Context: an optimization exercise on an open-source flow, tuned for small area. The choices shown serve that exercise and are no tape-out recipe. Only simulation tests tie the RTL to the original design; equivalence was not proved. Power is estimated from default activity; no workload was simulated.

## flow/constraint.sdc

```tcl
create_clock -name core_clock -period 10.0 [get_ports {CLK_100MHz}]
set_input_delay 2.0000 -clock core_clock [delete_from_list [all_inputs] [get_ports {CLK_100MHz}]]
set_output_delay 2.0000 -clock core_clock [all_outputs]
set_load 0.01 [all_outputs]
```

## flow/run.sh

```bash
#!/bin/bash
# synth_recipe.tcl (not shown) runs the flow's synth.tcl, then flattens the netlist and writes it again
# the make line also repeats each setting of config.mk as NAME=value (left out here)
make -C /OpenROAD-flow-scripts/flow DESIGN_CONFIG=/design/flow/config.mk WORK_HOME=/design/flow/orfs CLKGATE_MAP_FILE= SYNTH_SCRIPT=/design/flow/synth_recipe.tcl finish
```

## flow/config.mk

```make
export PLATFORM = sky130hd
export DESIGN_NAME = TOP_MODULE
export DESIGN_NICKNAME = TOP_MODULE
export VERILOG_FILES = /design/flow/design.v
export SDC_FILE = /design/flow/constraint.sdc
export NUM_CORES = 4
export LEC_CHECK = 0
export CAP_MARGIN = 20
export CORE_MARGIN = 2
export CORE_UTILIZATION = 40
export SLEW_MARGIN = 20
```

## flow/design.v

```verilog
module TOP_MODULE#(
    parameter NUM_DUT = 2,
    parameter UART_CNT_BAUDRATE = 216,
    parameter UART_FIFO_BYTE_SIZE = 3,
    parameter TEST_ENV_CMDS_BITWIDTH = 2,
    parameter TEST_ENV_ADR_WIDTH = 6,
    parameter TEST_ENV_DATA_BITWIDTH = 16
)(
    input wire          CLK_100MHz,
    input wire          RSTN,
    output wire [3:0]   LED,
    output wire         UART_TX,
    input wire          UART_RX
);
    localparam TEST_HEAD_BITWIDTH = 32;
    localparam UART_BITWIDTH = 8;
    wire uart_mod_rdy, uart_mod_start;
    wire [UART_BITWIDTH-'d1:0] data_uart_to_fifo, data_fifo_to_uart;
    wire uart_fifo_rdy;
    wire [UART_BITWIDTH*UART_FIFO_BYTE_SIZE -'d1:0] data_fifo_to_mid, data_mid_to_fifo;
    wire dut_start_flag, dut_rdy, dut_rnw;  
    wire [$clog2(NUM_DUT):0] dut_sel;
    wire [TEST_ENV_ADR_WIDTH-'d1:0] dut_adr;
    wire [TEST_ENV_DATA_BITWIDTH-'d1:0] dut_din, dut_dout;
    wire [TEST_HEAD_BITWIDTH-'d1:0] dut_header;
    assign LED[3:1] = {dut_rdy, dut_sel[0], dut_start_flag};
    TEST_ENVIRONMENT#(
        .NUM_DUT(NUM_DUT),
        .BITWIDTH_DATA(TEST_ENV_DATA_BITWIDTH), 
        .BITWIDTH_ADR(TEST_ENV_ADR_WIDTH),
        .NUM_BITS_HEADER(TEST_HEAD_BITWIDTH), 
        .UINT_DATATYPE(1'd1)
    ) DUT(
        .CLK(CLK_100MHz),
        .RSTN(RSTN),
        .START_FLAG(dut_start_flag),
        .SEL(dut_sel),
        .ADR(dut_adr),
        .RnW(dut_rnw),
        .DATA_IN(dut_din),
        .DATA_OUT(dut_dout),
        .HEAD_INFO(dut_header),
        .RDY_FLAG(dut_rdy)    
    );
    UART_COM#(
        .BITRATE(UART_CNT_BAUDRATE),
        .BITWIDTH(UART_BITWIDTH),
        .NSAMP(4)
    ) UART_MOD (
        .CLK_SYS(CLK_100MHz),
        .RSTN(RSTN),
        .RX(UART_RX),
        .TX(UART_TX),
        .UART_START_FLAG(uart_mod_start),
        .UART_DIN(data_fifo_to_uart),
        .UART_DOUT(data_uart_to_fifo),
        .UART_RDY(uart_mod_rdy)
    );
    UART_FIFO#(
        .FIFO_SIZE(UART_FIFO_BYTE_SIZE),
        .BITWIDTH(UART_BITWIDTH)
    ) UART_FIFO(
        .CLK_SYS(CLK_100MHz),
        .RSTN(RSTN),
        .START_FLAG(1'd0),
        .UART_START_FLAG(uart_mod_start),
        .UART_RDY_FLAG(uart_mod_rdy),
        .UART_DIN(data_uart_to_fifo),
        .UART_DOUT(data_fifo_to_uart),
        .FIFO_IN(data_mid_to_fifo),
        .FIFO_OUT(data_fifo_to_mid),
        .FIFO_RDY(uart_fifo_rdy)  
    );
    UART_MIDDLEWARE#(
        .FIFO_SIZE(UART_FIFO_BYTE_SIZE),
        .BITWIDTH(UART_BITWIDTH),
        .BITWIDTH_CMDS(TEST_ENV_CMDS_BITWIDTH),
        .BITWIDTH_DATA(TEST_ENV_DATA_BITWIDTH),
        .BITWIDTH_ADR(TEST_ENV_ADR_WIDTH),
        .BITWIDTH_HEAD(TEST_HEAD_BITWIDTH),
        .NUM_DUT(NUM_DUT)
    ) MIDDLEWARE(
        .CLK_SYS(CLK_100MHz),
        .RSTN(RSTN),
        .FIFO_RDY(uart_fifo_rdy),
        .FIFO_DIN(data_fifo_to_mid),
        .FIFO_DOUT(data_mid_to_fifo),
        .LED_CONTROL(LED[0]),
        .DUT_DO_TEST(dut_start_flag),
        .DUT_SEL(dut_sel),
        .DUT_DIN(dut_din),
        .DUT_DOUT(dut_dout),
        .DUT_ADR(dut_adr),
        .DUT_RnW(dut_rnw),
        .DUT_HEADER(dut_header)
    );
endmodule
module UART_COM#(
    parameter BITRATE = 'd26,
    parameter BITWIDTH = 'd8,
    parameter NSAMP = 'd4
)(
    input wire CLK_SYS,
    input wire RSTN,
    input wire RX,
    output reg TX,
    input wire UART_START_FLAG,
    input wire [BITWIDTH-'d1:0] UART_DIN,
    output reg [BITWIDTH-'d1:0] UART_DOUT,
    output wire UART_RDY
);
    localparam STATE_IDLE = 2'd0, STATE_START = 2'd1, STATE_RW = 2'd2, STATE_STOP = 2'd3;
    reg [1:0] state;
    reg [BITWIDTH-'d1:0] bufferUART;
    reg [$clog2(BITWIDTH)+'d1:0] bit_transfer;
    reg [$clog2(NSAMP)-'d1:0] valRX, cnt_ovs;
    reg [$clog2(BITRATE)-'d1:0] cnt_dt;
    wire ovs_done_flag, cnt_done_flag, uart_done_flag;
    assign UART_RDY = (state == STATE_IDLE);
    assign cnt_done_flag = (cnt_dt == BITRATE-'d1);
    assign ovs_done_flag = (cnt_ovs == NSAMP-'d1);
    assign uart_done_flag = (bit_transfer == BITWIDTH);
    always@(posedge CLK_SYS) begin
        if(!RSTN) begin
            bufferUART <= 'd0;
            UART_DOUT <= 'd0;
            state <= STATE_IDLE;
            cnt_dt <= 'd0;
            cnt_ovs <= 'd0;
            bit_transfer <= 'd0;
            TX <= 1'd1;
            valRX <= 'd0;
        end else begin
            case(state)
                STATE_IDLE: begin
                    state <= (UART_START_FLAG || !RX) ? STATE_START : STATE_IDLE;
                end
                STATE_START: begin
                    TX <= 1'd0;
                    bufferUART <= UART_DIN;
                    if(cnt_done_flag) begin
                        cnt_dt <= 'd0;
                        cnt_ovs <= (ovs_done_flag) ? 'd0 : cnt_ovs + 'd1;
                        state <= (ovs_done_flag) ? STATE_RW : STATE_START;
                        bit_transfer <= bit_transfer + ((ovs_done_flag) ? 'd1 : 'd0);
                    end else begin
                        cnt_dt <= cnt_dt + 'd1;
                        cnt_ovs <= cnt_ovs;
                        state <= STATE_START;
                        bit_transfer <= bit_transfer;
                    end
                end
                STATE_RW: begin
                    TX <= bufferUART[0];
                    if(cnt_done_flag) begin
                        cnt_dt <= 'd0;
                        cnt_ovs <= (ovs_done_flag) ? 'd0 : cnt_ovs + 'd1;
                        state <= (uart_done_flag && ovs_done_flag) ? STATE_STOP : STATE_RW; 
                        bit_transfer <= bit_transfer + ((ovs_done_flag) ? 'd1 : 'd0);
                        valRX <= (ovs_done_flag) ? 'd0 : valRX + RX;
                        bufferUART <= (ovs_done_flag) ? {valRX[1], bufferUART[BITWIDTH-'d1:1]} : bufferUART;
                    end else begin
                        cnt_dt <= cnt_dt + 'd1;
                        cnt_ovs <= cnt_ovs;
                        state <= state; 
                        bit_transfer <= bit_transfer;
                        valRX <= valRX;
                        bufferUART <= bufferUART;
                    end
                end
                STATE_STOP: begin
                    TX <= 1'd1;
                    if(cnt_done_flag) begin
                        cnt_dt <= 'd0;
                        cnt_ovs <= (ovs_done_flag) ? 'd0 : cnt_ovs + 'd1;
                        state <= (ovs_done_flag) ? STATE_IDLE : STATE_STOP;
                        UART_DOUT <= bufferUART;
                        bit_transfer <= 'd0;
                    end else begin
                        cnt_dt <= cnt_dt + 'd1;
                        cnt_ovs <= cnt_ovs;
                        state <= STATE_STOP;
                        UART_DOUT <= UART_DOUT;
                        bit_transfer <= bit_transfer;
                    end
                end  
            endcase
        end
    end
endmodule
module UART_FIFO#(
    parameter FIFO_SIZE = 'd4,
    parameter BITWIDTH = 'd8
)(
    input wire CLK_SYS,
    input wire RSTN,
    input wire UART_RDY_FLAG,
    input wire START_FLAG,
    input wire [BITWIDTH-'d1:0] UART_DIN,
    output wire [BITWIDTH-'d1:0] UART_DOUT,
    output wire UART_START_FLAG,
    input wire [BITWIDTH*FIFO_SIZE-'d1:0] FIFO_IN,
    output reg [BITWIDTH*FIFO_SIZE-'d1:0] FIFO_OUT,
    output wire FIFO_RDY
);
localparam STATE_IDLE = 2'd0, STATE_START = 2'd1, STATE_FIFO = 2'd2, STATE_STOP = 2'd3;
reg [1:0] state;
reg int_trigger;
reg [$clog2(FIFO_SIZE+'d1)-'d1:0] cnt_uart;
reg [2:0] shift_uart;
reg [1:0] shift_start;
wire do_flag_pos, do_flag_neg;
assign FIFO_RDY = (state == STATE_IDLE);
assign UART_START_FLAG = int_trigger && ((state == STATE_START) || (do_flag_pos && (cnt_uart < FIFO_SIZE-'d1)));
assign UART_DOUT = FIFO_OUT[(FIFO_SIZE-'d1)*BITWIDTH+:'d8];
assign do_flag_pos = (&shift_uart[1:0] && !shift_uart[2]);
assign do_flag_neg = (~&shift_uart[1:0] && shift_uart[1]);
assign do_start = (shift_start[0] && !shift_start[1]);
always@(posedge CLK_SYS) begin
    if(!RSTN) begin
        shift_uart <= 3'b111;
        shift_start <= 2'd0;
        state <= STATE_IDLE;
        cnt_uart <= 'd0;
        FIFO_OUT <= 'd0;
        int_trigger <= 1'd0;
    end else begin
        shift_uart <= {shift_uart[1:0], UART_RDY_FLAG};
        shift_start <= {shift_start[0], START_FLAG};
        case(state)
            STATE_IDLE: begin
                state <= (do_flag_neg ^ do_start) ? STATE_START : STATE_IDLE;
                int_trigger <= do_start;
            end
            STATE_START: begin
                state <= STATE_FIFO;
                FIFO_OUT <= FIFO_IN;
            end
            STATE_FIFO: begin
                if(cnt_uart == FIFO_SIZE) begin
                    state <= STATE_STOP;
                    cnt_uart <= 'd0;
                    FIFO_OUT <= FIFO_OUT;
                end else begin
                    state <= STATE_FIFO;
                    cnt_uart <= cnt_uart + ((do_flag_pos) ? 'd1 : 'd0);
                    FIFO_OUT <= (do_flag_pos) ? {FIFO_OUT[0+:(FIFO_SIZE-'d1)*BITWIDTH], UART_DIN} : FIFO_OUT;
                end
            end
            STATE_STOP: begin
                state <= STATE_IDLE;
            end
        endcase
    end
end
endmodule
module UART_MIDDLEWARE#(
    parameter NUM_DUT = 5,
    parameter FIFO_SIZE = 3,
    parameter BITWIDTH = 8,
    parameter BITWIDTH_CMDS = 2,
    parameter BITWIDTH_ADR = 6,
    parameter BITWIDTH_DATA = 16,
    parameter BITWIDTH_HEAD = 32
)(
    input wire                              CLK_SYS,
    input wire                              RSTN,
    input wire                              FIFO_RDY,
    input wire [BITWIDTH* FIFO_SIZE-'d1:0]  FIFO_DIN,
    output reg [BITWIDTH* FIFO_SIZE-'d1:0]  FIFO_DOUT,
    output reg                              LED_CONTROL,
    output wire                             DUT_DO_TEST,
    output reg [$clog2(NUM_DUT):0]          DUT_SEL,
    output reg [BITWIDTH_DATA-'d1:0]        DUT_DIN,
    input wire [BITWIDTH_DATA-'d1:0]        DUT_DOUT,
    output reg [BITWIDTH_ADR-'d1:0]         DUT_ADR,
    output reg                              DUT_RnW,
    input wire [BITWIDTH_HEAD-'d1:0]        DUT_HEADER
);
    localparam REG_DUT_CNTL = 2'd0, REG_DUT_WR = 2'd1, REG_DUT_RD = 2'd2, REG_HEADER = 2'd3;
    reg [1:0] shift_drdy;
    reg [1:0] shift_test;
    reg trigger_test;
    wire do_update_data;
    wire [BITWIDTH_CMDS-'d1:0] sel_cmds;
    wire [BITWIDTH_ADR-'d1:0] sel_adr;
    wire [BITWIDTH_DATA-'d1:0] sel_data;
    localparam NUM_HEAD_TRANSMISSION = 2**($clog2(BITWIDTH_HEAD) - $clog2(BITWIDTH_DATA));
    wire [BITWIDTH_DATA-'d1:0] data_head_send [NUM_HEAD_TRANSMISSION-'d1:0];
    genvar i1;
    for(i1 = 'd0; i1 < NUM_HEAD_TRANSMISSION; i1 = i1 + 'd1) begin
        assign data_head_send[i1] = DUT_HEADER[i1* BITWIDTH_DATA+:BITWIDTH_DATA];
    end
    assign do_update_data = shift_drdy[0] && ~shift_drdy[1];
    assign DUT_DO_TEST = shift_test[0] ^ shift_test[1];
    assign sel_cmds = (FIFO_RDY) ? FIFO_DIN[(BITWIDTH_DATA+BITWIDTH_ADR)+:BITWIDTH_CMDS] : 'd0;
    assign sel_adr = (FIFO_RDY) ? FIFO_DIN[BITWIDTH_DATA+:BITWIDTH_ADR] : 'd0;
    assign sel_data = (FIFO_RDY) ? FIFO_DIN[0+:BITWIDTH_DATA] : 'd0;
    always@(posedge CLK_SYS) begin
        if(~RSTN) begin
            shift_drdy <= 2'd3;
            shift_test <= 2'd0;
            FIFO_DOUT <= 'd0;
            LED_CONTROL <= 1'd0;
            trigger_test <= 1'd0;
            DUT_SEL <= 'd0;
            DUT_RnW <= 1'd1;
            DUT_ADR <= 'd0;
            DUT_DIN <= 'd0;
        end else begin
            shift_drdy <= {shift_drdy[0], FIFO_RDY};
            shift_test <= {shift_test[0], trigger_test};
            FIFO_DOUT <= (do_update_data) ? {sel_cmds, sel_adr, ((sel_cmds == REG_HEADER) ? data_head_send[sel_adr] : DUT_DOUT)} : FIFO_DOUT;
            LED_CONTROL     <= (do_update_data && sel_cmds == REG_DUT_CNTL && |sel_adr[3:2])    ? ((sel_adr[3]) ? ~LED_CONTROL : sel_data[0])  : LED_CONTROL;
            trigger_test    <= (do_update_data && sel_cmds == REG_DUT_CNTL && sel_adr[0])       ? ~trigger_test : trigger_test;
            DUT_SEL         <= (do_update_data && sel_cmds == REG_DUT_CNTL && sel_adr[1])       ? sel_data[$clog2(NUM_DUT)+'d1:1] : DUT_SEL;
            DUT_RnW         <= (do_update_data)                                                 ? ~(sel_cmds == REG_DUT_WR) : DUT_RnW;
            DUT_ADR         <= (do_update_data)                                                 ? sel_adr : DUT_ADR;
            DUT_DIN         <= (do_update_data && sel_cmds == REG_DUT_WR)                       ? sel_data : DUT_DIN;
        end
    end
endmodule
module TEST_ENVIRONMENT#(
    parameter BITWIDTH_DATA = 16,
    parameter BITWIDTH_ADR = 6,
    parameter NUM_DUT = 2,
    parameter NUM_BITS_HEADER = 32,
    parameter UINT_DATATYPE = 1
)(
    input wire CLK,
    input wire RSTN,
    input wire START_FLAG,
    input wire [$clog2(NUM_DUT):0] SEL,
    input wire [BITWIDTH_ADR-'d1:0] ADR,
    input wire RnW,
    input wire [BITWIDTH_DATA-'d1:0] DATA_IN,
    output wire [BITWIDTH_DATA-'d1:0] DATA_OUT,
    output wire [NUM_BITS_HEADER-'d1:0] HEAD_INFO, 
    output wire RDY_FLAG
);
    localparam BITWIDTH_HEAD = NUM_BITS_HEADER - 'd6;
    wire [BITWIDTH_DATA-'d1:0] dout [NUM_DUT:0];
    assign DATA_OUT = dout[SEL]; 
    wire [NUM_DUT:0] rdy_filt;
    assign RDY_FLAG = rdy_filt[SEL];
    wire [NUM_BITS_HEADER-'d7:0] head_array [NUM_DUT:0];
    assign HEAD_INFO = {NUM_DUT[5:0], head_array[SEL]};
    assign dout[0] = 'd0123;
    assign head_array[0] = {4'd0, 6'd0, 6'd1, 5'd0, BITWIDTH_DATA[4:0]};
    assign rdy_filt[0] = 1'd0; 
    SKELETON_ECHO#(
        .BITWIDTH_SYS(BITWIDTH_DATA),
        .BITWIDTH_HEAD(BITWIDTH_HEAD)
    ) DUT_01 (
        .CLK_SYS(CLK),
        .RSTN(RSTN),
        .EN(SEL == 'd1),
        .TRGG_START_CALC(START_FLAG),
        .DATA_IN(DATA_IN),
        .DATA_OUT(dout[1]),
        .DATA_HEAD(head_array[1]),
        .DATA_VALID(rdy_filt[1])
    );    
    SKELETON_RAM#(
        .BITWIDTH_IN('d16),
        .BITWIDTH_SYS(BITWIDTH_DATA),
        .BITWIDTH_HEAD(BITWIDTH_HEAD)
    ) DUT_02 (
        .CLK_SYS(CLK),
        .RSTN(RSTN),
		.EN(SEL == 'd2),
		.TRGG_START_CALC(START_FLAG),
		.RnW(RnW),
		.ADR(ADR),
		.DATA_IN(DATA_IN),
		.DATA_OUT(dout[2]),
		.DATA_HEAD(head_array[2]),
		.RDY(rdy_filt[2])
    );  
endmodule
module SKELETON_ECHO#(
    parameter BITWIDTH_SYS = 16,
    parameter BITWIDTH_HEAD = 26
)(
    input wire CLK_SYS,
    input wire RSTN,
    input wire EN,
    input wire TRGG_START_CALC,
    input wire [BITWIDTH_SYS-'d1:0] DATA_IN,
    output reg [BITWIDTH_SYS-'d1:0] DATA_OUT,
    output wire [BITWIDTH_HEAD-'d1:0] DATA_HEAD,
    output wire DATA_VALID
);
    reg first_run_done;
    assign DATA_HEAD = {4'd1, 6'd1, 6'd1, BITWIDTH_SYS[4:0], BITWIDTH_SYS[4:0]};
    assign DATA_VALID = first_run_done && !TRGG_START_CALC;
    always@(posedge CLK_SYS) begin
        if(~(RSTN && EN)) begin
            first_run_done <= 1'd0;
            DATA_OUT <= 'd0;
        end else begin
            first_run_done <= (TRGG_START_CALC) ? 1'd1 : first_run_done;
            DATA_OUT <= (TRGG_START_CALC) ? DATA_IN : DATA_OUT;
        end
    end
endmodule
module SKELETON_RAM#(
    parameter BITWIDTH_IN = 5'd12,
    parameter BITWIDTH_SYS = 5'd16,
    parameter BITWIDTH_HEAD = 6'd26,
	parameter BITWIDTH_ADR = 6'd6
)(
    input wire CLK_SYS,
    input wire RSTN,
    input wire EN,
    input wire TRGG_START_CALC,
    input wire RnW,
    input wire [BITWIDTH_ADR-'d1:0] ADR,
    input wire [BITWIDTH_SYS-'d1:0] DATA_IN,
    output wire [BITWIDTH_SYS-'d1:0] DATA_OUT,
    output wire [BITWIDTH_HEAD-'d1:0] DATA_HEAD,
    output wire RDY
);
localparam BITWIDTH_OFFSET = BITWIDTH_SYS - BITWIDTH_IN;
localparam NUM_POSITIONS = 2**BITWIDTH_ADR-'d4;
assign DATA_HEAD = {4'd3, NUM_POSITIONS[5:0], NUM_POSITIONS[5:0], BITWIDTH_IN[4:0], BITWIDTH_IN[4:0]};
wire en_module, we_module;
wire [BITWIDTH_IN-'d1:0] ram_din, ram_dout; 
assign en_module = EN && RSTN && ~TRGG_START_CALC;
assign we_module = ~RnW;
assign ram_din = DATA_IN[(BITWIDTH_SYS-'d1)-:BITWIDTH_IN];
assign DATA_OUT = {ram_dout, {BITWIDTH_OFFSET{1'd0}}};
assign RDY = 1'd1;
BRAM_SINGLE#(
    BITWIDTH_IN,
    NUM_POSITIONS,
    ""
) DUT (
    .CLK_RAM(CLK_SYS),
    .EN(en_module),
    .WE(we_module),
    .ADR(ADR),
    .DIN(ram_din),
    .DOUT(ram_dout)
);
endmodule
module BRAM_SINGLE#(
    parameter BITWIDTH = 12,
    parameter RAMWIDTH = 16,
    parameter DATAFILE = "bram_preload.mem"
)(
    input wire CLK_RAM,
    input wire EN,
    input wire WE,
    input wire [$clog2(RAMWIDTH)-'d1:'d0] ADR,
    input wire [BITWIDTH-'d1:'d0] DIN,
    output reg [BITWIDTH-'d1:'d0] DOUT
);
    (* ram_style = "block" *)
    reg [BITWIDTH-'d1:'d0] bram_block ['d0:RAMWIDTH-'d1];
    integer i0;
    always @(posedge CLK_RAM) begin
        if (EN) begin
            if (WE) begin
                bram_block[ADR] = DIN;
            end else begin
                DOUT = bram_block[ADR];
            end
        end
    end
endmodule
```

==> results of run 1 <==
==> path summary, 6_finish.rpt <==
kind                                                          start                                   to  slack, ns
worst max-delay path            MIDDLEWARE.shift_test[1]$_SDFF_PN0_                               LED[3]       4.77
worst min-delay path            DUT.DUT_01.DATA_OUT[6]$_SDFFE_PN0P_  DUT.DUT_01.DATA_OUT[6]$_SDFFE_PN0P_       0.45
worst max register to register   MIDDLEWARE.DUT_ADR[1]$_SDFFE_PN0P_     DUT.DUT_02.DUT.DOUT[1]$_DFFE_PP_       5.52
worst min register to register  DUT.DUT_01.DATA_OUT[6]$_SDFFE_PN0P_  DUT.DUT_01.DATA_OUT[6]$_SDFFE_PN0P_       0.45
==> metrics by stage <==
stage / setup WS [ns] / hold slack [ns] / std cells
5_1_grt: 4.54 / 0.479 / 4266
3_3_place_gp: 4.95 / 0.435 / 4058
3_5_place_dp: 4.88 / 0.443 / 4058
6_report: 4.77 / 0.452 / 4271
4_1_cts: 4.75 / 0.457 / 4266
2_1_floorplan: 5.96 / 0.425 / 2680
==> cell families (layout without fill, tap and decap cells) <==
| group | count (synthesis) | after routing | synth area share |
|---|---|---|---|
| xor+xnor | 12 | 12 | 0.00269 |
| other cells | 0 | 5 | 0 |
| mux | 58 | 58 | 0.0142 |
| buf+inv | 177 | 383 | 0.0194 |
| flops | 1109 | 1109 | 0.763 |
| simple gates | 666 | 666 | 0.0801 |
| compound gates | 641 | 641 | 0.115 |
| fa+ha+maj | 17 | 17 | 0.00508 |
==> Yosys cell counts (all sizes together), types with 4 or more instances <==
library cell | instances | area share
edfxtp | 976 | 0.70
a22oi | 385 | 0.069
nand2 | 219 | 0.020
dfxtp | 133 | 0.064
nor2 | 125 | 0.013
clkbuf | 89 | 0.0080
buf | 75 | 0.010
nor3 | 66 | 0.0079
nand4 | 56 | 0.0085
nand3 | 55 | 0.0066
mux2i | 46 | 0.011
a21boi | 45 | 0.0081
a21oi | 44 | 0.0053
and3 | 37 | 0.0055
o211a | 34 | 0.0081
nor4 | 26 | 0.0039
o21ai | 21 | 0.0025
a22o | 18 | 0.0038
ha | 17 | 0.0051
nand2b | 15 | 0.0022
a2111oi | 14 | 0.0029
a31oi | 14 | 0.0021
nor2b | 13 | 0.0019
a221oi | 12 | 0.0025
inv | 12 | 0.0011
mux2 | 12 | 0.0032
and2 | 11 | 0.0016
a222oi | 10 | 0.0024
o211ai | 9 | 0.0016
xor2 | 9 | 0.0019
a32oi | 8 | 0.0017
nand4b | 8 | 0.0020
nand4bb | 6 | 0.0016
o22ai | 6 | 0.00090
a211oi | 4 | 0.00072
and4b | 4 | 0.00096
nand3b | 4 | 0.00072
nor4b | 4 | 0.00084
nor4bb | 4 | 0.00096
or4b | 4 | 0.00096
==> metal layers <==
layer	up-vias	wire [microns]	GRT usage
met2	2438	73800	0.464
met4	6	10800	0.161
met3	433	25200	0.112
li1	10900	-	-
met1	14400	61800	0.416
met5	-	36	0
==> power by group <==
| group | switching (uW) | total (uW) | internal (uW) | leakage, uW |
|---|---|---|---|---|
| Clock | 1840 | 4140 | 2290 | 0.00174 |
| Sequential | 15.8 | 4990 | 4970 | 0.0101 |
| Combinational | 48.3 | 78.0 | 29.8 | 0.00392 |
==> worst register-to-register path, delay by kind of cell, from the launching register on <==
kind | cells | cell delay [ns]
and+or+nand+nor | 4 | 1.93
AOI/OAI and AO/OA | 2 | 1.17
DFF | 1 | 0.31
buffers and inverters | 2 | 0.75
==> area by class of cell <==
type / count / area, sq um / share of cell area
Clock buffer: 133 / 2880 / 0.0599
Inverter: 13 / 48.8 / 0.00101
Timing Repair Buffer: 162 / 1230 / 0.0255
Sequential cell: 1109 / 32000 / 0.665
Multi-Input combinational cell: 1394 / 9540 / 0.198
Antenna cell: 5 / 12.5 / 0.000260
Tap cell: 1380 / 1730 / 0.0359
Clock inverter: 75 / 696 / 0.0145
==> sequential cells by signal (all words and copies together), names as in the netlist, 3 cells and up <==
signal and flops:
DUT.DUT_01.DATA_OUT 16, DUT.DUT_02.DUT.DOUT 16, DUT.DUT_02.DUT.bram_block 960, MIDDLEWARE.DUT_ADR 5, MIDDLEWARE.DUT_DIN 16, MIDDLEWARE.FIFO_DOUT 19, UART_FIFO.FIFO_OUT 24, UART_FIFO.shift_uart 3
UART_MOD.UART_DOUT 8, UART_MOD.bit_transfer 5, UART_MOD.bufferUART 8, UART_MOD.cnt_dt 8
==> results.toml, run 1 <==
[die]
num_rows = 118
fp.coreArea_sq_um = 104000
floorplan.die.width_microns = 328
die-area_sq_um = 107000
start_util = 0.404
dieHeight_microns = 328
pin_count = 8

[global_route]
antenna_violations_before_repair = 9
grt_start_max_net_pins = 76
globalRouteTotalUtil = 0.317
grt-ovfl-total = 0
first_pass_grt_wire_length_microns = 230000
first_global_vias = 26200

[clocking]
cts_sinks = 1109
htree_num_levels = 3
clk_latency_ns = 0.73
post-cts-setup-buffers = 0
cts_hold_repair.buffers = 0
root_buffer = "sky130_fd_sc_hd__clkbuf_16"
tritoncts = "done"
path_clk_slew_ns = 0.06
cts_resized = 0
ctsLongestPathBuffers = 3
cts_made_buffers = 111

[power_and_ir_drop]
power.total_uw = 9200
max-vdd-ir-drop_mv = 0.156
power.leakage_uw = 0.0158
power_density_nw_per_um2 = 191

[cells_and_area]
post-route-cell-area_sq_um = 48100
layout.cells.most_common = "sky130_fd_sc_hd__edfxtp_1"
post_layout_nets = 2811
final_design_utilization = 0.464
layout-drive-gt1-share = 0.155
layout_common_cells = "976 x sky130_fd_sc_hd__edfxtp_1, 384 x sky130_fd_sc_hd__a22oi_1, 218 x sky130_fd_sc_hd__nand2_1"
area.growth.synth_to_final_pct = 14.9
fill_count = 8978

[synth]
async_flop_share = 0
synth.yosys.warnings = 8
synth_area_per_cell_sq_um = 15.6
synthDistinctLibCells = 74
syn-instance-count = 2680
synth.cell_area_sq_um = 41900
seq_area_frac_synth = 0.763
most_used_flip_flop_cell_after_synthesis = "sky130_fd_sc_hd__edfxtp_1"
net_count_after_synthesis = 2700
postSynthRegisterBits = 1109
synth_edf_count = 976

[routing]
drt-initial-drc-count = 5265
drt-vias-per-instance = 6.62
via_count_of_the_routed_design = 28300
detail_route.wirelength_microns = 172000
postRouteAntennaNets = 0
drc = 0
wl_per_cell_microns = 40.2
firstDrtPassIters = 6

[timing]
setup_viol = 0
totalNegativeSetupSlack_ns = 0
grt_setup_unrepaired = "false"
final_min_period_over_clock_period = 0.523
post-route-min-period_ns = 5.23
clock.fmax_mhz = 191
final_hold_viol_count = 0
relSlewSlack = 0.143
worst-slew-pin-transition_ns = 1.27
final-max-slew-violation-count = 0
timing.clock.skew_ns = 0.0645

[critical_path]
worstPathRequired_ns = 8.00
worst-r2r-cell-count = 8
critical_path.slowest_cell = "sky130_fd_sc_hd__clkinv_1"
critical_path_arrival_ns = 3.23
critical_path.max_stage_delay_ns = 0.71
worst_path_top_cell_family_by_delay = "buffers and inverters"
worstSetupPathDepth = 4
critical_path.cell_chain = "xnor2_2 -> clkinv_1 -> o22ai_1 -> clkdlybuf4s50_1"
critPathMaxFanout = 19
worst_setup_end_kind = "primary output"
timing_worst_setup_path_type = "register to primary output"
worst_setup_path_start_kind = "register"
cp.buffers_inverters = 2

[min_path]
hold_path_class = "register to register"
worst_hold_path.num_cells = 2

[place]
detailed_place_hpwl_microns = 109000
port_buffers = 7
postPlaceCellArea_sq_um = 44500
place_congestion = 1.04

[run]
drv.max_cap_violation_count = 0

[outcome]
outcome = "no timing/DRC/antenna violations"
==> run 2, diff against run 1 <==
==> flow/design.v (replaced) <==
module TOP_MODULE#(
    parameter NUM_DUT = 2,
    parameter UART_CNT_BAUDRATE = 216,
    parameter UART_FIFO_BYTE_SIZE = 3,
    parameter TEST_ENV_CMDS_BITWIDTH = 2,
    parameter TEST_ENV_ADR_WIDTH = 6,
    parameter TEST_ENV_DATA_BITWIDTH = 16
)(
    input wire          CLK_100MHz,
    input wire          RSTN,
    output wire [3:0]   LED,
    output reg          UART_TX,
    input wire          UART_RX
);
    localparam BITLEN = 4 * UART_CNT_BAUDRATE;    
    reg [9:0]  cnt;      
    reg [3:0]  bst;      
    reg [1:0]  byte_i;   
    reg [23:0] sr;       
    reg        ans_ok;   
    wire idle     = (bst == 4'd0);
    wire bit_mid  = (cnt == BITLEN/2 - 1);
    wire bit_end  = (cnt == BITLEN - 1);
    wire last_bit = (bst == 4'd15);
    wire apply    = bit_end & last_bit & (byte_i == 2'd2);
    wire [5:0]  f_adr  = sr[5:0];
    wire [1:0]  f_cmd  = sr[7:6];
    wire [15:0] f_data = {sr[15:8], sr[23:16]};
    reg [1:0]  sel;
    reg        ledbit;
    reg [15:0] din;
    reg [15:0] rreg;     
    reg        evalid;
    wire is_ctl   = (f_cmd == 2'd0);
    wire start    = is_ctl & f_adr[0];
    wire [1:0] new_sel = (is_ctl & f_adr[1]) ? f_data[2:1] : sel;
    reg [15:0] head;
    always @(*) begin
        case ({sel[1], f_adr[0]})
            2'b00: head = sel[0] ? 16'h0610 : 16'h0410;
            2'b01: head = sel[0] ? 16'h0841 : 16'h0800;
            2'b10: head = 16'hF210;
            default: head = 16'h08FC;
        endcase
    end
    wire [15:0] rdata = (f_cmd == 2'd3) ? head : (sel == 2'd0) ? 16'd123 : rreg;
    reg [15:0] ring [0:59];
    reg [5:0]  pc;
    wire ram_go = idle & (byte_i == 2'd0) & (sel == 2'd2) & (pc == f_adr);
    wire ram_wr = ram_go & (f_cmd == 2'd1);
    wire ram_rd = ram_go & (f_cmd != 2'd1);
    integer i;
    always @(posedge CLK_100MHz) begin
        ring[0] <= ram_wr ? din : ring[59];
        for (i = 1; i < 60; i = i + 1)
            ring[i] <= ring[i-1];
    end
    always @(posedge CLK_100MHz) begin
        if (!RSTN)
            pc <= 6'd0;
        else
            pc <= (pc == 6'd59) ? 6'd0 : pc + 6'd1;
    end
    always @(posedge CLK_100MHz) begin
        cnt <= (idle | bit_end) ? 10'd0 : cnt + 10'd1;
        if (bit_mid & bst[3])
            sr <= {UART_RX, sr[23:1]};
        else if (apply) begin
            sr[15:8]  <= rdata[15:8];
            sr[23:16] <= rdata[7:0];
        end
    end
    always @(posedge CLK_100MHz) begin
        if (!RSTN) begin
            bst     <= 4'd0;
            byte_i  <= 2'd0;
            UART_TX <= 1'b1;
            ans_ok  <= 1'b0;
        end else begin
            if (idle) begin
                if (!UART_RX) begin
                    bst     <= 4'd7;
                    UART_TX <= 1'b0;
                end
            end else if (bit_end) begin
                bst     <= bst + 4'd1;
                UART_TX <= last_bit | (ans_ok & sr[0]);
                if (last_bit)
                    byte_i <= (byte_i == 2'd2) ? 2'd0 : byte_i + 2'd1;
            end
            if (apply)
                ans_ok <= 1'b1;
        end
    end
    always @(posedge CLK_100MHz) begin
        if (!RSTN) begin
            sel    <= 2'd0;
            ledbit <= 1'b0;
            din    <= 16'd0;
            evalid <= 1'b0;
        end else if (apply) begin
            sel <= new_sel;
            if (is_ctl & f_adr[3])
                ledbit <= ~ledbit;
            else if (is_ctl & f_adr[2])
                ledbit <= f_data[0];
            if (f_cmd == 2'd1)
                din <= f_data;
            evalid <= (new_sel == 2'd1) & (start | evalid);
        end
    end
    always @(posedge CLK_100MHz) begin
        if (apply) begin
            if (new_sel == 2'd1) begin
                if (start)
                    rreg <= din;
                else if (!evalid)
                    rreg <= 16'd0;
            end
        end else if (ram_rd)
            rreg <= ring[59];
    end
    assign LED[0] = ledbit;
    assign LED[1] = apply & start;
    assign LED[2] = sel[0];
    assign LED[3] = sel[1] | evalid;
endmodule
--- a/flow/config.mk
+++ b/flow/config.mk
@@ -8,4 +8,6 @@
 export CAP_MARGIN = 20
 export CORE_MARGIN = 2
-export CORE_UTILIZATION = 40
+export CORE_UTILIZATION = 60
+export CTS_BUF_LIST = sky130_fd_sc_hd__clkbuf_4
+export CTS_CLUSTER_SIZE = 30
 export SLEW_MARGIN = 20
==> run 2 against run 1 <==
Core utilization up 23 points; worst setup slack worse by 0.27 ns; global-route usage down 16 points; cell area down 44%; routed wire length down 83%; register-to-register slack better by 1.3 ns; worst hold slack worse by 0.15 ns; clock skew down 0.033 ns; sequential power down 16%; non-clock buffer count down 152; largest cell class unchanged; largest power group unchanged.
==> results.toml, run 2 <==
[cells_and_area]
layout_common_cells = "1,004 x sky130_fd_sc_hd__dfxtp_1, 348 x sky130_fd_sc_hd__clkbuf_4, 61 x sky130_fd_sc_hd__nand2_1"
layout.cells.most_common = "sky130_fd_sc_hd__dfxtp_1"
post-route-cell-area_sq_um = 26900
fill_count = 2659
area.growth.synth_to_final_pct = 15.2
post_layout_nets = 1599
layout-drive-gt1-share = 0.226
number_of_flip_flops_in_the_largest_register = 960

[critical_path]
critical_path.slowest_cell = "sky130_fd_sc_hd__nand4_1"
critPathMaxFanout = 20
worst-r2r-cell-count = 5
worst_setup_end_kind = "primary output"
critical_path.max_stage_delay_ns = 0.71
critical_path_arrival_ns = 3.50
worst_setup_path_start_kind = "register"
worstPathRequired_ns = 8.00
critical_path.cell_chain = "ha_1 -> and3_1 -> nand4_1 -> nor2_1 -> clkdlybuf4s50_1"
timing_worst_setup_path_type = "register to primary output"

[clocking]
clk_latency_ns = 0.86
ctsLongestPathBuffers = 3
tritoncts = "done"
cts_made_buffers = 225
cts_resized = 0
post-cts-setup-buffers = 0
root_buffer = "sky130_fd_sc_hd__clkbuf_4"
path_clk_slew_ns = 0.07
htree_num_levels = 4
cts_hold_repair.buffers = 0
cts_sinks = 1044

[timing]
setup_viol = 0
worst-slew-pin-transition_ns = 0.893
final_min_period_over_clock_period = 0.550
relSlewSlack = 0.405
grt_setup_unrepaired = "false"
final-max-slew-violation-count = 0
timing.clock.skew_ns = 0.0320
totalNegativeSetupSlack_ns = 0
post-route-min-period_ns = 5.50
setup_slack_ns = 4.50
clock.fmax_mhz = 182
final_hold_viol_count = 0

[synth]
most_used_flip_flop_cell_after_synthesis = "sky130_fd_sc_hd__dfxtp_1"
fraction_of_the_mapped_netlist_area_in_adder_cells = 0.00215
yosys.area_share.simple = 0.0373
synth.yosys.warnings = 2
synth_xor_xnor_area_share = 0.00676
postSynthRegisterBits = 1044
async_flop_share = 0
net_count_after_synthesis = 1391
synth_top_family_by_area = "simple AND/OR/NAND/NOR gates"
post-synth-top-count-cell = "sky130_fd_sc_hd__dfxtp_1"
post_synth_main_area_contributors = "sky130_fd_sc_hd__dfxtp_1 86%, sky130_fd_sc_hd__edfxtp_1 5.1%, sky130_fd_sc_hd__nand2_1 0.98%"
seq_area_frac_synth = 0.913
syn-instance-count = 1384
post_synth_top_area_cell = "sky130_fd_sc_hd__dfxtp_1"
synth_area_per_cell_sq_um = 16.9
synth.cell_area_sq_um = 23300
synth.area.mux_share = 0.00987
synthTopCellsByCount = "1,004 x sky130_fd_sc_hd__dfxtp_1, 61 x sky130_fd_sc_hd__nand2_1, 40 x sky130_fd_sc_hd__edfxtp_1, 40 x sky130_fd_sc_hd__o21ai_0, 34 x sky130_fd_sc_hd__a21oi_1"
synth.top_cell.area_share = 0.862
synth_edf_count = 40
compound_gate_fraction_of_synth_area = 0.0233
synthDistinctLibCells = 52

[routing]
postRouteAntennaNets = 0
drc = 0
detail_route.wirelength_microns = 28600
drt-initial-drc-count = 374
via_count_of_the_routed_design = 9877
drt-vias-per-instance = 4.33
wl_per_cell_microns = 12.5
firstDrtPassIters = 4

[place]
pre_cts_ws_ns = 5.30
place_congestion = 0.799
detailed_place_hpwl_microns = 13700
postPlaceCellArea_sq_um = 23900
port_buffers = 7

[global_route]
first_pass_grt_wire_length_microns = 50000
globalRouteTotalUtil = 0.154
grt-ovfl-total = 0
first_global_vias = 10500
grt_start_max_net_pins = 23
antenna_violations_before_repair = 1

[min_path]
worst_hold_path.num_cells = 0
hold_path_class = "register to register"

[outcome]
outcome = "no timing/DRC/antenna violations"

[die]
dieHeight_microns = 201
num_rows = 72
floorplan.die.width_microns = 201
die-area_sq_um = 40500
pin_count = 8
start_util = 0.606
fp.coreArea_sq_um = 38500

[power_and_ir_drop]
power.leakage_uw = 0.0109
power_density_nw_per_um2 = 273
max-vdd-ir-drop_mv = 0.170

[run]
drv.max_cap_violation_count = 0
[run 2: through the flow]
step	utilization	total power (uW)	hold WS (ns)	cells
6_report	0.698	7340	0.303	2280
5_1_grt	0.698	7700	0.292	2280
4_1_cts	0.698	7470	0.287	2279
3_5_place_dp	0.622	4320	0.312	1883
3_3_place_gp	0.622	4320	0.310	1883
2_1_floorplan	-	4310	0.310	1384
[run 2: where the power goes]
part | switching (uW) | internal, uW
Sequential | 7.21 | 4190
Clock | 1430 | 1680
Combinational | 18.1 | 13.0
Total | 1460 | 5880
[run 2: kinds of logic (layout without fill, tap and decap cells)]
kind of cell    Yosys count  after routing
xor+xnor                 18             18
fa+ha+maj                 4              4
flops                  1044           1044
compound gates           96             96
mux                      21             21
other cells               0              1
simple gates            163            163
buf+inv                  38            415
[run 2: layout make-up]
class	instances	area, sq um	share of cell area
Timing Repair Buffer	10	92.6	0.00345
Clock inverter	48	318	0.0118
Antenna cell	1	2.50	0.0000931
Inverter	9	33.8	0.00126
Multi-Input combinational cell	302	1860	0.0691
Tap cell	518	648	0.0241
Sequential cell	1044	21300	0.793
Clock buffer	348	2610	0.0972
[run 2: final timing paths]
path	end	startpoint	slack, ns
worst max register to register	rreg[11]$_DFFE_PP_	bst[0]$_SDFFE_PN0P_	6.85
worst min register to register	ring[3][12]$_DFF_P_	ring[2][12]$_DFF_P_	0.30
worst min-delay path	ring[3][12]$_DFF_P_	ring[2][12]$_DFF_P_	0.30
worst max-delay path	LED[1]	bst[0]$_SDFFE_PN0P_	4.50
[run 2: routing by layer]
metal	GRT usage	part of all wire	vias up
met3	0.0614	0.044	48
met5	0	0	-
met2	0.202	0.41	165
li1	-	-	5052
met4	0.0854	0.019	0
met1	0.216	0.53	4612
[run 2: worst max-delay path: cells and delay by family (launching register included)]
kind	cells	cell delay (ns)
AND/OR/NAND/NOR	3	1.41
buffers and inverters	1	0.59
flip-flops	1	0.40
adder cells (fa/ha/maj)	1	0.24
==> run 3, diff against run 2 <==
--- a/flow/config.mk
+++ b/flow/config.mk
@@ -8,6 +8,4 @@
 export CAP_MARGIN = 20
 export CORE_MARGIN = 2
-export CORE_UTILIZATION = 60
-export CTS_BUF_LIST = sky130_fd_sc_hd__clkbuf_4
-export CTS_CLUSTER_SIZE = 30
+export CORE_UTILIZATION = 40
 export SLEW_MARGIN = 20
==> run 3 against run 2 <==
Sequential power about the same; first-iteration DRC count up 3.5%; routed wire length down 0.55%; maximum frequency up 5.4%; synthesized area unchanged; die area up 49%; largest cell class unchanged; global-route usage down 5.6 points; critical path type unchanged; sequential cell count unchanged; largest power group unchanged.
==> results.toml, run 3 <==
[clocking]
tritoncts = "done"
path_clk_slew_ns = 0.06
post-cts-setup-buffers = 0
root_buffer = "sky130_fd_sc_hd__clkbuf_16"
cts_hold_repair.buffers = 0
ctsLongestPathBuffers = 3
cts_made_buffers = 93
htree_num_levels = 3
cts_sinks = 1044
clk_latency_ns = 0.63
cts_resized = 0

[synth]
post_synth_top_area_cell = "sky130_fd_sc_hd__dfxtp_1"
synth.top_cell.area_share = 0.862
seq_area_frac_synth = 0.913
synth.cell_area_sq_um = 23300
synth_edf_count = 40
net_count_after_synthesis = 1391
synth.yosys.warnings = 2
synth_area_per_cell_sq_um = 16.9
synthDistinctLibCells = 52
synthTopCellsByCount = "1,004 x sky130_fd_sc_hd__dfxtp_1, 61 x sky130_fd_sc_hd__nand2_1, 40 x sky130_fd_sc_hd__edfxtp_1, 40 x sky130_fd_sc_hd__o21ai_0, 34 x sky130_fd_sc_hd__a21oi_1"
syn-instance-count = 1384
post_synth_main_area_contributors = "sky130_fd_sc_hd__dfxtp_1 86%, sky130_fd_sc_hd__edfxtp_1 5.1%, sky130_fd_sc_hd__nand2_1 0.98%"
most_used_flip_flop_cell_after_synthesis = "sky130_fd_sc_hd__dfxtp_1"
async_flop_share = 0
postSynthRegisterBits = 1044
post-synth-top-count-cell = "sky130_fd_sc_hd__dfxtp_1"

[critical_path]
critPathMaxFanout = 20
worst_setup_end_kind = "primary output"
timing.reg2reg.setup_slack_ns = 6.94
worst_path_top_cell_family_by_delay = "simple AND/OR/NAND/NOR gates"
critical_path_arrival_ns = 3.22
critical_path.reg2reg.endpoint = "rreg[8]$_DFFE_PP_"
critical_path.slowest_cell = "sky130_fd_sc_hd__nand4_1"
cp.buffers_inverters = 1
worstSetupPathDepth = 5
rr_startpoint = "bst[0]$_SDFFE_PN0P_"
critical_path.max_stage_delay_ns = 0.70
worst-r2r-cell-count = 5
worst_setup_path_start_kind = "register"
timing_worst_setup_path_type = "register to primary output"
critical_path.cell_chain = "ha_1 -> and3_1 -> nand4_1 -> nor2_1 -> clkdlybuf4s50_1"
worstPathRequired_ns = 8.00

[timing]
worst-slew-pin-transition_ns = 1.01
timing.clock.skew_ns = 0.0175
clock.fmax_mhz = 192
final_min_period_over_clock_period = 0.522
grt_setup_unrepaired = "false"
totalNegativeSetupSlack_ns = 0
setup_viol = 0
final_hold_viol_count = 0
relSlewSlack = 0.326
post-route-min-period_ns = 5.22
final-max-slew-violation-count = 0

[die]
dieHeight_microns = 245
floorplan.die.width_microns = 245
start_util = 0.404
fp.coreArea_sq_um = 57700
die-area_sq_um = 60300
pin_count = 8
num_rows = 88

[global_route]
grt_start_max_net_pins = 23
first_global_vias = 9440
globalRouteTotalUtil = 0.0977
antenna_violations_before_repair = 0
first_pass_grt_wire_length_microns = 47700
grt-ovfl-total = 0

[cells_and_area]
layout-drive-gt1-share = 0.118
post_layout_nets = 1465
layout.cells.most_common = "sky130_fd_sc_hd__dfxtp_1"
diodes = 0
layout_common_cells = "1,004 x sky130_fd_sc_hd__dfxtp_1, 98 x sky130_fd_sc_hd__clkbuf_16, 61 x sky130_fd_sc_hd__nand2_1"
area.growth.synth_to_final_pct = 17.6
number_of_flip_flops_in_the_largest_register = 960
fill_count = 4809
final_design_utilization = 0.475

[min_path]
timing.hold.worst_endpoint = "ring[2][4]$_DFF_P_"
min_from = "ring[1][4]$_DFF_P_"
hold_path_class = "register to register"
worst_hold_path.num_cells = 0

[power_and_ir_drop]
power.total_uw = 7800
power_density_nw_per_um2 = 284
max-vdd-ir-drop_mv = 0.212
power.leakage_uw = 0.0108

[outcome]
outcome = "no timing/DRC/antenna violations"

[place]
detailed_place_hpwl_microns = 14100
port_buffers = 7
place_congestion = 0.767

[routing]
postRouteAntennaNets = 0
firstDrtPassIters = 4
drt-initial-drc-count = 387
drc = 0
drt-vias-per-instance = 4.01
detail_route.wirelength_microns = 28400
via_count_of_the_routed_design = 9228
wl_per_cell_microns = 12.3

[run]
drv.max_cap_violation_count = 0
## run 3: cells by family after synthesis
kind of cell,after synthesis,synth area share
AOI/OAI and AO/OA,96,0.0233
xor gates and xnor gates,18,0.00676
adders and majority gates,4,0.00215
buffers and inverters,38,0.00740
DFF,1044,0.913
muxes,21,0.00987
and+or+nand+nor,163,0.0373
## run 3: area by class of cell
| class | instances | area, sq um | share of cell area |
|---|---|---|---|
| Clock inverter | 36 | 422 | 0.0154 |
| Clock buffer | 139 | 2780 | 0.101 |
| Inverter | 9 | 33.8 | 0.00123 |
| Timing Repair Buffer | 8 | 77.6 | 0.00283 |
| Sequential cell | 1044 | 21300 | 0.777 |
| Tap cell | 765 | 957 | 0.0349 |
| Multi-Input combinational cell | 302 | 1860 | 0.0679 |
## run 3: worst reg2reg max path, delay by kind of cell (launching register included)
family / cells / cell delay, ns
adders and majority gates: 1 / 0.24
AOI/OAI and AO/OA: 2 / 1.06
DFF: 1 / 0.40
and+or+nand+nor: 2 / 0.98
## run 3: layer usage
metal	global-route usage	up-vias	routed length, microns
met1	0.140	4373	15200
met5	0	-	0
li1	-	4652	-
met4	0.0472	0	865
met3	0.0297	71	1310
met2	0.133	132	11000
## run 3: per-stage QoR
step	area (sq um)	hold slack [ns]	instances	setup slack [ns]
5_1_grt	27400	0.316	2303	4.54
2_1_floorplan	23300	0.310	1384	6.68
4_1_cts	27400	0.310	2303	4.72
3_3_place_gp	24200	0.310	2128	5.44
3_5_place_dp	24200	0.312	2128	5.42
6_report	27400	0.315	2303	4.78
## run 3: where the power goes
group	total, uW	internal (uW)	switching (uW)	leakage [uW]
combinational	31.1	13.1	18.0	0.000682
sequential	4200	4190	7.36	0.00849
clock	3570	2100	1470	0.00158
## run 3: worst max path at each step
stage / startpoint / end
2_1_floorplan: bst[0]$_SDFFE_PN0P_ / LED[1]
3_3_place_gp: bst[0]$_SDFFE_PN0P_ / LED[1]
3_5_place_dp: bst[0]$_SDFFE_PN0P_ / LED[1]
4_1_cts: bst[0]$_SDFFE_PN0P_ / LED[1]
5_1_grt: bst[0]$_SDFFE_PN0P_ / LED[1]
6_report: bst[0]$_SDFFE_PN0P_ / LED[1]
==> run 4, diff against run 3 <==
--- a/flow/config.mk
+++ b/flow/config.mk
@@ -8,4 +8,5 @@
 export CAP_MARGIN = 20
 export CORE_MARGIN = 2
-export CORE_UTILIZATION = 40
+export CORE_UTILIZATION = 70
+export CTS_BUF_LIST = sky130_fd_sc_hd__clkbuf_2 sky130_fd_sc_hd__clkbuf_4
 export SLEW_MARGIN = 20
==> run 4 against run 3 <==
Final cell count decreased by 5.0%; non-clock buffer count increased by 2; worst hold slack got worse by 0.017 ns; core utilization increased by 34 points; sequential share of layout area increased by 2.4 points; worst setup slack got worse by 0.25 ns.
==> results.toml, run 4 <==
[outcome]
outcome = "no timing/DRC/antenna violations"

[synth]
post-synth-top-count-cell = "sky130_fd_sc_hd__dfxtp_1"
synth.top_cell.area_share = 0.862
synthDistinctLibCells = 52
async_flop_share = 0
postSynthRegisterBits = 1044
synthTopCellsByCount = "1,004 x sky130_fd_sc_hd__dfxtp_1, 61 x sky130_fd_sc_hd__nand2_1, 40 x sky130_fd_sc_hd__edfxtp_1, 40 x sky130_fd_sc_hd__o21ai_0, 34 x sky130_fd_sc_hd__a21oi_1"
most_used_flip_flop_cell_after_synthesis = "sky130_fd_sc_hd__dfxtp_1"
seq_area_frac_synth = 0.913
syn-instance-count = 1384
synth_edf_count = 40
synth_area_per_cell_sq_um = 16.9
post_synth_top_area_cell = "sky130_fd_sc_hd__dfxtp_1"
post_synth_main_area_contributors = "sky130_fd_sc_hd__dfxtp_1 86%, sky130_fd_sc_hd__edfxtp_1 5.1%, sky130_fd_sc_hd__nand2_1 0.98%"
net_count_after_synthesis = 1391
synth.yosys.warnings = 2
synth.cell_area_sq_um = 23300

[routing]
drt-initial-drc-count = 520
detail_route.wirelength_microns = 32100
drt-vias-per-instance = 4.58
via_count_of_the_routed_design = 10000
firstDrtPassIters = 6
drc = 0
wl_per_cell_microns = 14.7
postRouteAntennaNets = 0

[power_and_ir_drop]
switchingPower_uw = 1500
power_density_nw_per_um2 = 273
seq_power_share = 0.576
max-vdd-ir-drop_mv = 0.213
power.combinational.fraction = 0.004
switching_share = 0.206
clock_power_share = 0.420
power_report.internal_total_uw = 5780
power.leakage_uw = 0.0108

[cells_and_area]
area.growth.synth_to_final_pct = 14.1
post_layout_nets = 1591
stdcell_count = 2189
layout_common_cells = "1,004 x sky130_fd_sc_hd__dfxtp_1, 330 x sky130_fd_sc_hd__clkbuf_4, 61 x sky130_fd_sc_hd__nand2_1"
number_of_flip_flops_in_the_largest_register = 960
layout-drive-gt1-share = 0.216
layout.cells.most_common = "sky130_fd_sc_hd__dfxtp_1"

[place]
detailed_place_hpwl_microns = 14500
numPlacedInstances = 1807
port_buffers = 7
place_congestion = 0.829

[critical_path]
critical_path.slowest_cell = "sky130_fd_sc_hd__nand4_1"
critical_path.max_stage_delay_ns = 0.74
critical_path_arrival_ns = 3.47
critPathMaxFanout = 20
timing_worst_setup_path_type = "register to primary output"
worstPathRequired_ns = 8.00
worst_setup_path_start_kind = "register"
critical_path.cell_chain = "ha_1 -> and3_1 -> nand4_1 -> nor2_1 -> clkdlybuf4s50_1"
worst_setup_end_kind = "primary output"

[die]
floorplan.die.width_microns = 187
dieHeight_microns = 187
die-area_sq_um = 34800
start_util = 0.713
fp.coreArea_sq_um = 32700
pin_count = 8
num_rows = 66

[run]
drv.max_cap_violation_count = 0

[timing]
final_hold_viol_count = 0
worst-slew-pin-transition_ns = 0.928
final_min_period_over_clock_period = 0.547
timing.clock.skew_ns = 0.0437
final-max-slew-violation-count = 0
post-route-min-period_ns = 5.47
relSlewSlack = 0.379
grt_setup_unrepaired = "false"
totalNegativeSetupSlack_ns = 0
setup_viol = 0
clock.fmax_mhz = 183

[global_route]
first_pass_grt_wire_length_microns = 53900
grt-ovfl-total = 0
antenna_violations_before_repair = 3
globalRouteTotalUtil = 0.195
first_global_vias = 11000
grt_start_max_net_pins = 23

[clocking]
cts_made_buffers = 217
cts_sinks = 1044
htree_num_levels = 4
ctsLongestPathBuffers = 3
clk_latency_ns = 0.88
post-cts-setup-buffers = 0
path_clk_slew_ns = 0.07
cts_hold_repair.buffers = 0
tritoncts = "done"
cts_resized = 0
root_buffer = "sky130_fd_sc_hd__clkbuf_4"

[min_path]
hold_path_class = "register to register"
==> run 4: cell counts after synthesis <==
No cell type changed its count.
==> run 4: worst paths after layout <==
kind                       start                  to  slack, ns  depth (start not counted)
max          bst[0]$_SDFFE_PN0P_              LED[1]       4.53                          5
min           ring[8][3]$_DFF_P_  ring[9][3]$_DFF_P_       0.30                          0
max reg2reg  bst[0]$_SDFFE_PN0P_   rreg[3]$_DFFE_PP_       6.85                          5
min reg2reg   ring[8][3]$_DFF_P_  ring[9][3]$_DFF_P_       0.30                          0
==> run 4: worst max-delay path, delay by kind of cell (launching register included) <==
kind / cells / cell delay (ns)
adders and majority gates: 1 / 0.24
DFF: 1 / 0.40
buffers and inverters: 1 / 0.59
and+or+nand+nor: 3 / 1.41
==> run 4: cell type report <==
type / count / area [sq um]
Timing Repair Buffer: 10 / 92.6
Antenna cell: 1 / 2.50
Clock buffer: 330 / 2480
Tap cell: 442 / 553
Clock inverter: 51 / 298
Multi-Input combinational cell: 302 / 1860
Fill cell: 1671 / 6090
Inverter: 9 / 33.8
Sequential cell: 1044 / 21300
==> run 4: per-layer routing <==
| metal | global-route usage | part of all wire |
|---|---|---|
| met1 | 0.259 | 0.48 |
| met2 | 0.290 | 0.46 |
| met3 | 0.0670 | 0.044 |
| met4 | 0.0940 | 0.018 |
| met5 | 0 | 0 |
==> run 4: logic make-up after synthesis <==
family,synth area share
AO/OA/AOI/OAI,0.0233
XOR/XNOR,0.00676
adder cells (fa/ha/maj),0.00215
buffers and inverters,0.00740
flip-flops,0.913
multiplexers,0.00987
AND/OR/NAND/NOR,0.0373
==> run 4: stage by stage <==
step	utilization	total power [uW]	hold slack (ns)	setup slack, ns	area [sq um]
after global placement	0.729	4320	0.310	5.43	23800
after CTS	0.814	7380	0.280	4.42	26600
final	0.814	7280	0.298	4.53	26600
after floorplan	-	4310	0.310	6.68	23300
after detailed placement	0.729	4320	0.312	5.36	23800
after global routing	0.814	7580	0.295	4.16	26600
==> run 4: power groups by stage <==
| stage | registers, uW | logic [uW] | clock network, uW |
|---|---|---|---|
| floorplan | 4290 | 23.3 | 0 |
| global placement | 4290 | 30.4 | 0 |
| detailed placement | 4290 | 31.5 | 0 |
| CTS | 4190 | 31.5 | 3160 |
| global route | 4190 | 36.1 | 3350 |
| finish | 4190 | 31.1 | 3060 |

separate check: timing with driven ports:
How much do the figures lean on ideal ports? The routed layouts below were timed once more, with nothing changed but the port constraints. Step 1: set_driving_cell puts a clkbuf_16 on CLK_100MHz and a buf_2 on each other input, an assumption about the parent block. Step 2, shift: input delay + t, output delay - t, t = (earliest + latest rising clock arrival at the registers) / 2. This alone moves slack from input paths to output paths. Three values: ideal ports, drivers, drivers and shift; two values: the first two.
| run | shift t [ns] | slack for setup (ns) | worst slew at a driven data input, ns | pins driven straight from the clock port |
|---|---|---|---|---|
| run 1 | 0.760 | 4.769 / 4.702 / 4.884 | 0.07 | 1 |
| run 2 | 0.894 | 4.500 / 4.453 / 5.347 | 0.03 | 1 |
| run 3 | 0.670 | 4.784 / 4.731 / 5.401 | 0.07 | 1 |
| run 4 | 0.890 | 4.533 / 4.485 / 5.375 | 0.03 | 1 |
After both steps setup and hold are still met in every run listed.
